This is an optimization exercise on Yosys and OpenROAD, whose aim is small area, not a production implementation. Where RTL was checked, it was by simulation tests only, not by an equivalence proof against the original. The clock port is modelled as an ideal driver; clocking choices that lean on that would not hold on a real chip. Power is estimated from default activity; no workload was simulated.

## red
==> flow/design.v <==
`timescale 1ns / 1ps
module Pipelined_Processor(
    input CLK,
    input reset,
    output [7:0] imem_addr,
    input [15:0] imem_data,
    output [7:0] dmem_addr,
    output [7:0] dmem_wdata,
    output dmem_we,
    input [7:0] dmem_rdata,
    output [7:0] result
);
localparam C_NOP = 4'b0000, C_EQ  = 4'b0001, C_SRA = 4'b0010, C_SLL  = 4'b0011,
           C_AND = 4'b0100, C_OR  = 4'b0101, C_XOR = 4'b0110, C_NOT  = 4'b0111,
           C_ADD = 4'b1000, C_SUB = 4'b1001, C_MUL = 4'b1010, C_DIV  = 4'b1011,
           C_ADI = 4'b1100, C_LD  = 4'b1101, C_ST  = 4'b1110;
reg  [7:0] pc;
reg  [7:0] rf [0:7];
reg  [7:0] a_e, b_e;
reg  [2:0] imm_e, rd_e;
reg  [3:0] c_e;
reg  [7:0] res_m, wd_m;
reg  [2:0] rd_m;
reg        rw_m, mw_m, ld_m;
reg  [7:0] res_w;
reg  [2:0] rd_w;
reg        rw_w;
wire [3:0] op  = imem_data[15:12];
wire [2:0] fn  = imem_data[11:9];
wire [2:0] rd  = imem_data[8:6];
wire [2:0] rs1 = imem_data[5:3];
wire [2:0] rs2 = imem_data[2:0];
reg  [3:0] c_d;
always @(*) begin
    case (op)
        4'b0000:
            case (fn)
                3'b000: c_d = C_ADD;
                3'b001: c_d = C_SUB;
                3'b010: c_d = C_MUL;
                3'b011: c_d = C_DIV;
                3'b100: c_d = C_AND;
                3'b101: c_d = C_OR;
                3'b110: c_d = C_XOR;
                default: c_d = C_NOT;
            endcase
        4'b0001, 4'b1000: c_d = C_ADI;
        4'b0010: c_d = C_LD;
        4'b0011: c_d = C_ST;
        4'b0101, 4'b1001: c_d = C_EQ;
        4'b0110: c_d = C_SRA;
        4'b0111: c_d = C_SLL;
        default: c_d = C_NOP;
    endcase
end
wire [7:0] a = a_e;
wire [7:0] b = b_e;
wire rw_e = c_e[3] | c_e[2] | c_e[1];
wire ld_e = (c_e == C_LD);
wire mw_e = (c_e == C_ST);
wire src  = c_e[3] & c_e[2];
wire sub  = c_e[0] & ~c_e[2];       
wire dvm  = c_e[0];                  
genvar k, i;
wire [7:0] addb = src ? {{5{imm_e[2]}}, imm_e} : b;
wire [7:0] addx = addb ^ {8{sub}};
wire [7:0] sum;
wire [8:0] ac;                       
assign ac[0] = sub;
generate
    for (i = 0; i < 8; i = i + 1) begin : ad
        assign sum[i]  = a[i] ^ addx[i] ^ ac[i];
        assign ac[i+1] = (a[i] & addx[i]) | (ac[i] & (a[i] ^ addx[i]));
    end
endgenerate
wire [8:1] bz;                       
assign bz[8] = 1'b1;
generate
    for (k = 7; k >= 1; k = k - 1) begin : gbz
        assign bz[k] = bz[k+1] & ~b[k];
    end
endgenerate
wire [7:0] quo;
generate
    for (k = 0; k < 8; k = k + 1) begin : st
        wire [k:0]   x, yy, o;
        wire [k+1:0] c;
        wire         q;
        wire         m   = dvm | a[7-k];
        wire         sel = q | ~dvm;         
        assign c[0] = 1'b0;
        for (i = 0; i <= k; i = i + 1) begin : cb
            if (i == 0) begin : g0
                assign x[0] = dvm & ~a[7-k];
            end else begin : gn
                assign x[i] = st[k-1].o[i-1];
            end
            assign yy[i]  = b[i] & m;
            assign c[i+1] = (x[i] & yy[i]) | (c[i] & (x[i] | yy[i]));
            if (k == 7) begin : gl
                assign o[i] = x[i] ^ yy[i] ^ c[i];
            end else begin : gm
                assign o[i] = x[i] ^ (sel & (yy[i] ^ c[i]));
            end
        end
        assign q = ~c[k+1] & bz[k+1];
        assign quo[7-k] = q;
    end
endgenerate
wire bnz = ~(bz[1] & ~b[0]);
wire [7:0] prod = st[7].o;
wire [7:0] axb = a ^ b;
reg  [7:0] yl;                       
always @(*) begin
    case (c_e)
        C_ADD, C_SUB, C_ADI, C_LD, C_ST, 4'b1111: yl = sum;
        C_AND: yl = a & b;
        C_OR:  yl = a | b;
        C_NOT: yl = ~a;
        C_XOR: yl = axb;
        C_SRA: yl = {a[7], a[7:1]};
        C_SLL: yl = {a[6:0], 1'b0};
        C_EQ:  yl = {7'd0, ~|axb};
        default: yl = 8'd0;
    endcase
end
wire isdiv = (c_e == C_DIV);
wire ismul = (c_e == C_MUL);
wire [7:0] y = isdiv ? (bnz ? quo : 8'd0) : ismul ? prod : yl;
wire [8:0] za, zb;                   
assign za[0] = 1'b1;
assign zb[0] = 1'b1;
generate
    for (k = 0; k < 8; k = k + 1) begin : gz
        assign za[k+1] = za[k] & ~a[k];
        assign zb[k+1] = zb[k] & ~b[k];
    end
endgenerate
reg zmul;
integer z;
always @(*) begin
    zmul = 1'b0;
    for (z = 0; z <= 8; z = z + 1)
        zmul = zmul | (za[z] & zb[8-z]);
end
wire zero = isdiv ? (~bnz | ~ac[8]) : ismul ? zmul : (yl == 8'd0);
wire hzd = ld_e && (rd_e != 3'd0) &&
           ((rd_e == rd) || (rd_e == rs1) || (rd_e == rs2)) &&
           (op != 4'b0101) && (op != 4'b0100);
wire [7:0] wb_m = ld_m ? dmem_rdata : res_m;    
wire fe1 = rw_e && (rd_e != 3'd0) && (rd_e == rs1);
wire fm1 = rw_m && (rd_m != 3'd0) && (rd_m == rs1);
wire fe2 = rw_e && (rd_e != 3'd0) && (rd_e == rs2);
wire fm2 = rw_m && (rd_m != 3'd0) && (rd_m == rs2);
wire       se1 = fe1, sm1 = fm1 & ~fe1, sr1 = ~fe1 & ~fm1;
wire       se2 = fe2, sm2 = fm2 & ~fe2, sr2 = ~fe2 & ~fm2;
reg  [7:0] opa, opb;
integer j;
always @(*) begin
    opa = (y & {8{se1}}) | (wb_m & {8{sm1}});
    opb = (y & {8{se2}}) | (wb_m & {8{sm2}});
    for (j = 0; j < 8; j = j + 1) begin
        opa = opa | (rf[j] & {8{sr1 & (rs1 == j)}});
        opb = opb | (rf[j] & {8{sr2 & (rs2 == j)}});
    end
end
wire [7:0] imm   = {{5{rs2[2]}}, rs2};
wire [7:0] pc1   = pc + 8'd1;
wire [7:0] pcimm = pc + imm;
wire [7:0] pcnz  = (op == 4'b0100) ? imm : pc1;
wire [7:0] pcz   = (op == 4'b0101) ? pcimm :
                   ((op == 4'b0100) || (op == 4'b1001)) ? imm : pc1;
wire [7:0] pcnext = zero ? pcz : pcnz;
always @(posedge CLK or posedge reset) begin
    if (reset)
        pc <= 8'd0;
    else if (!hzd)
        pc <= pcnext;
end
always @(posedge CLK or posedge reset) begin
    if (reset)
        c_e <= C_NOP;
    else if (hzd)
        c_e <= C_NOP;
    else
        c_e <= c_d;
end
always @(posedge CLK) begin
    a_e <= opa; b_e <= opb; imm_e <= rs2; rd_e <= rd;
    wd_m <= b_e; rd_m <= rd_e;
    rd_w <= rd_m;
end
always @(posedge CLK or posedge reset) begin
    if (reset) begin
        res_m <= 8'd0; rw_m <= 1'b0; mw_m <= 1'b0; ld_m <= 1'b0;
        res_w <= 8'd0; rw_w <= 1'b0;
    end else begin
        res_m <= y; rw_m <= rw_e; mw_m <= mw_e; ld_m <= ld_e;
        res_w <= wb_m; rw_w <= rw_m;
    end
end
integer n;
always @(posedge CLK or posedge reset) begin
    if (reset) begin
        for (n = 0; n < 8; n = n + 1)
            rf[n] <= n;
    end else if (rw_w) begin
        rf[rd_w] <= res_w;
    end
end
assign imem_addr  = pc;
assign dmem_addr  = res_m;
assign dmem_wdata = wd_m;
assign dmem_we    = mw_m;
assign result     = res_w;
endmodule
clock: 13.5 ns
lec_check: 0
cap_margin: 20
core_margin: 2
core_utilization: 50
cts_buf_list: sky130_fd_sc_hd__clkbuf_8
slew_margin: 20
standard.sh (not shown) runs the stock make flow with config.mk's settings and CLKGATE_MAP_FILE= SYNTH_SCRIPT=/design/flow/synth_recipe.tcl, a recipe that flattens the netlist after the stock synthesis.
==> flow/flow/run.sh <==
#!/bin/bash
# Own layout flow: the standard ORFS flow (standard.sh) with three changes:
#  - synthesis maps logic with flow/abc.script, an area-oriented ABC script,
#    instead of ORFS's speed script (everything else in synthesis is unchanged);
#  - the port buffers use the smallest buffer cell;
#  - the clock tree is built without dummy loads.
# Each make run's full output goes to a log file in this folder; ORFS's own
# per-step logs are under orfs/logs.
set -euo pipefail
W=$PWD
F=$W/flow
sed "s#source \$::env(SCRIPTS_DIR)/synth.tcl#source $W/synth_abc.tcl#" synth_recipe.tcl > $W/synth_recipe_abc.tcl
sed "s#log_cmd abc {\*}\$abc_args#log_cmd abc {*}[lreplace \$abc_args 1 1 $F/abc.script]#" \
    $FLOW_HOME/scripts/synth.tcl > $W/synth_abc.tcl
grep -q "$W/synth_abc.tcl" $W/synth_recipe_abc.tcl
grep -q "$F/abc.script" $W/synth_abc.tcl
CTS="-sink_clustering_enable -repair_clock_nets -dont_use_dummy_load -buf_list sky130_fd_sc_hd__clkbuf_8"
bash standard.sh SYNTH_SCRIPT=$W/synth_recipe_abc.tcl \
    "BUFFER_PORTS_ARGS=-buffer_cell sky130_fd_sc_hd__buf_1" \
    "CTS_ARGS=$CTS" finish > $W/make_finish.log 2>&1
==> flow/flow/abc.script <==
strash
dch
map -D 7000
topo
stime -c
Both conditions hold for red: the flow ran to the end and the final layout passed the timing, DRC and antenna checks.
Modified inputs, blue compared to red
diff --git a/flow/design.v b/flow/design.v
--- a/flow/design.v
+++ b/flow/design.v
@@ -109,22 +109,32 @@
 endgenerate
 wire bnz = ~(bz[1] & ~b[0]);
 wire [7:0] prod = st[7].o;
 wire [7:0] axb = a ^ b;
-reg  [7:0] yl;                       
+reg  [3:0] lu;
 always @(*) begin
     case (c_e)
-        C_ADD, C_SUB, C_ADI, C_LD, C_ST, 4'b1111: yl = sum;
-        C_AND: yl = a & b;
-        C_OR:  yl = a | b;
-        C_NOT: yl = ~a;
-        C_XOR: yl = axb;
-        C_SRA: yl = {a[7], a[7:1]};
-        C_SLL: yl = {a[6:0], 1'b0};
-        C_EQ:  yl = {7'd0, ~|axb};
-        default: yl = 8'd0;
+        C_AND:   lu = 4'b1000;
+        C_OR:    lu = 4'b1110;
+        C_XOR:   lu = 4'b0110;
+        C_NOT:   lu = 4'b0011;
+        default: lu = 4'b0000;
     endcase
 end
+wire en_sum = c_e[3] & ~(c_e[1] & ~c_e[2]);      
+wire en_sra = (c_e == C_SRA);
+wire en_sll = (c_e == C_SLL);
+wire en_eq  = (c_e == C_EQ);
+wire [7:0] yl;                       
+generate
+    for (i = 0; i < 8; i = i + 1) begin : gl
+        wire sra_i = (i == 7) ? a[7] : a[(i == 7) ? 7 : i + 1];
+        wire sll_i = (i == 0) ? 1'b0 : a[(i == 0) ? 0 : i - 1];
+        wire eq_i  = (i == 0) ? (en_eq & ~|axb) : 1'b0;
+        assign yl[i] = (en_sum & sum[i]) | lu[{a[i], b[i]}] |
+                       (en_sra & sra_i) | (en_sll & sll_i) | eq_i;
+    end
+endgenerate
 wire isdiv = (c_e == C_DIV);
 wire ismul = (c_e == C_MUL);
 wire [7:0] y = isdiv ? (bnz ? quo : 8'd0) : ismul ? prod : yl;
 wire [8:0] za, zb;                   
@@ -164,14 +174,21 @@
         opb = opb | (rf[j] & {8{sr2 & (rs2 == j)}});
     end
 end
 wire [7:0] imm   = {{5{rs2[2]}}, rs2};
-wire [7:0] pc1   = pc + 8'd1;
-wire [7:0] pcimm = pc + imm;
-wire [7:0] pcnz  = (op == 4'b0100) ? imm : pc1;
-wire [7:0] pcz   = (op == 4'b0101) ? pcimm :
-                   ((op == 4'b0100) || (op == 4'b1001)) ? imm : pc1;
-wire [7:0] pcnext = zero ? pcz : pcnz;
+wire       selimm = (op == 4'b0100) || ((op == 4'b1001) && zero);
+wire       selrel = (op == 4'b0101) && zero;
+wire [7:0] pbase  = pc & {8{~selimm}};
+wire [7:0] poff   = (selimm || selrel) ? imm : 8'd1;
+wire [7:0] pcnext;
+wire [8:0] pcc;
+assign pcc[0] = 1'b0;
+generate
+    for (i = 0; i < 8; i = i + 1) begin : pa
+        assign pcnext[i] = pbase[i] ^ poff[i] ^ pcc[i];
+        assign pcc[i+1]  = (pbase[i] & poff[i]) | (pcc[i] & (pbase[i] | poff[i]));
+    end
+endgenerate
 always @(posedge CLK or posedge reset) begin
     if (reset)
         pc <= 8'd0;
     else if (!hzd)
==> comparison <==
- Total number of placement rows of blue falls short of that of red by a few percent.
- Summary of blue over red: data arrival at the endpoint of the critical path moved up, worst setup slack moved down, total power moved down.
- red reports its slowest cell on the critical path as sky130_fd_sc_hd__fa_2 while blue reports sky130_fd_sc_hd__fa_1.
- The maximum clock frequency of blue is lower than that of red.
- blue gives less cell area after technology mapping than red did.
- Sort red and blue by clock power share, descending, and blue comes first.
- blue does worse than red on minimum hold slack.
- blue reports a lower synthesized cell count than red does.
- blue reports its capture point of the worst path as b_e[6] while red reports a_e[0].
- Proportion of total power due to net switching in blue is 0.96 points lower than in red
- Compared with red, blue shows well-tap cell count lower by 4.
- NOTE cell area red->blue decreased by a few percent
- From red to blue the numbers moved as follows: wire length lost 7.2%; met1 track utilization from global routing climbed 0.93 points.

========
Pipelined_Processor, a different RTL version from the one above (not shown whole).
For scale: ~130 flip-flops, roughly 7600 um2 of cells after synthesis.
==> flow/config.mk <==
export PLATFORM = sky130hd
export DESIGN_NAME = Pipelined_Processor
export DESIGN_NICKNAME = Pipelined_Processor
export VERILOG_FILES = /design/flow/design.v
export SDC_FILE = /design/flow/constraint.sdc
export NUM_CORES = 4
export LEC_CHECK = 0
export CAP_MARGIN = 0
export CORE_MARGIN = 2
export CORE_UTILIZATION = 50
export CTS_BUF_LIST = sky130_fd_sc_hd__clkbuf_8
export SETUP_SLACK_MARGIN = -0.7
export SLEW_MARGIN = 0
export SYNTH_HIERARCHICAL = 1
==> flow/constraint.sdc <==
create_clock -name core_clock -period 13.5 [get_ports {CLK}]
set_input_delay 2.7000 -clock core_clock [delete_from_list [all_inputs] [get_ports {CLK}]]
set_output_delay 2.7000 -clock core_clock [all_outputs]
set_load 0.01 [all_outputs]
==> flow/flow/run.sh <==
#!/bin/bash
set -euo pipefail
W=$PWD
F=$W/flow
sed "s#source \$::env(SCRIPTS_DIR)/synth.tcl#source $W/synth_abc.tcl#" synth_recipe.tcl > $W/synth_recipe_abc.tcl
sed "s#log_cmd abc {\*}\$abc_args#log_cmd abc {*}[lreplace \$abc_args 1 1 $F/abc.script]#" \
    $FLOW_HOME/scripts/synth.tcl > $W/synth_abc.tcl
grep -q "$W/synth_abc.tcl" $W/synth_recipe_abc.tcl
grep -q "$F/abc.script" $W/synth_abc.tcl
CTS="-sink_clustering_enable -repair_clock_nets -dont_use_dummy_load -buf_list sky130_fd_sc_hd__clkbuf_8"
export CTS_LEAF_SINKS=24
export CTS_LEAF_PY=$F/cts_leaf.py
cp $F/openroad_wrap.sh $W/openroad_wrap.sh
chmod +x $W/openroad_wrap.sh
bash standard.sh SYNTH_SCRIPT=$W/synth_recipe_abc.tcl \
    OPENROAD_EXE=$W/openroad_wrap.sh \
    "BUFFER_PORTS_ARGS=-buffer_cell sky130_fd_sc_hd__buf_1" \
    "CTS_ARGS=$CTS" POST_CTS_TCL=$F/cts_post.tcl finish > $W/make_finish.log 2>&1
Other scripts of this flow, unchanged in this note and not shown: flow/flow/abc.script, flow/flow/cts_leaf.py, flow/flow/cts_post.tcl, flow/flow/openroad_wrap.sh
Next try:
--- a/flow/design.v
+++ b/flow/design.v
@@ -125,19 +125,17 @@
 wire en_sll = (c_e == C_SLL);
 wire en_eq  = (c_e == C_EQ);
 wire [7:0] yl;                       
 generate
     for (i = 0; i < 8; i = i + 1) begin : gl
         wire sra_i = (i == 7) ? a[7] : a[(i == 7) ? 7 : i + 1];
         wire sll_i = (i == 0) ? 1'b0 : a[(i == 0) ? 0 : i - 1];
         wire eq_i  = (i == 0) ? (en_eq & ~|axb) : 1'b0;
-        wire lu_i = (lu[3] & a[i] & b[i]) | (lu[2] & a[i] & ~b[i]) |
-                    (lu[1] & ~a[i] & b[i]) | (lu[0] & ~a[i] & ~b[i]);
-        assign yl[i] = (en_sum & sum[i]) | lu_i |
+        assign yl[i] = (en_sum & sum[i]) | lu[{a[i], b[i]}] |
                        (en_sra & sra_i) | (en_sll & sll_i) | eq_i;
     end
 endgenerate
 wire isdiv = (c_e == C_DIV);
 wire ismul = (c_e == C_MUL);
 wire [7:0] y = isdiv ? (bnz ? quo : 8'd0) : ismul ? prod : yl;
 wire [8:0] za, zb;                   
 assign za[0] = 1'b1;
Core utilization goes down by 0.17 points; critical path depth rises by 1; global-route usage shrinks by 0.90 points; die area stays flat; final cell count is lower by about 0.33%.
No functional check of the RTL was part of the first run of this note.

-- afterwards: timing with drivers on the ports --
In the flow no input, the clock included, has a driving cell. The finished layouts below were timed again as built, in two steps. Step 1 (the two cells are an assumption about what drives the block):
set clk [get_ports {CLK}]
set_driving_cell -lib_cell sky130_fd_sc_hd__clkbuf_16 $clk
set_driving_cell -lib_cell sky130_fd_sc_hd__buf_2 [delete_from_list [all_inputs] $clk]
Step 2 times the ports against the registers' clock, not the clock port: input delays grow and output delays shrink by t, the midpoint of the rising clock arrivals with the driver on. Three values: ideal ports, drivers, drivers and shift; two values: the first two.
run | t, ns | slack for setup (ns) | latest minus earliest clock arrival (ns) | worst register clock-pin slew, ns | worst data-port slew with drivers (ns)
red | 0.473 | 1.094 / 1.094 / 1.094 | 0.047 / 0.047 | 0.10 / 0.10 | 0.06
blue | 0.461 | 1.011 / 1.011 / 1.011 | 0.034 / 0.034 | 0.08 / 0.08 | 0.03
the first run of note 2 | 0.426 | 0.671 / 0.671 / 0.671 | 0.027 / 0.028 | 0.12 / 0.12 | 0.04
the second run of note 2 | 0.415 | 0.589 / 0.589 / 0.589 | 0.043 / 0.043 | 0.12 / 0.12 | 0.04
After both steps setup and hold are still met in every run listed.
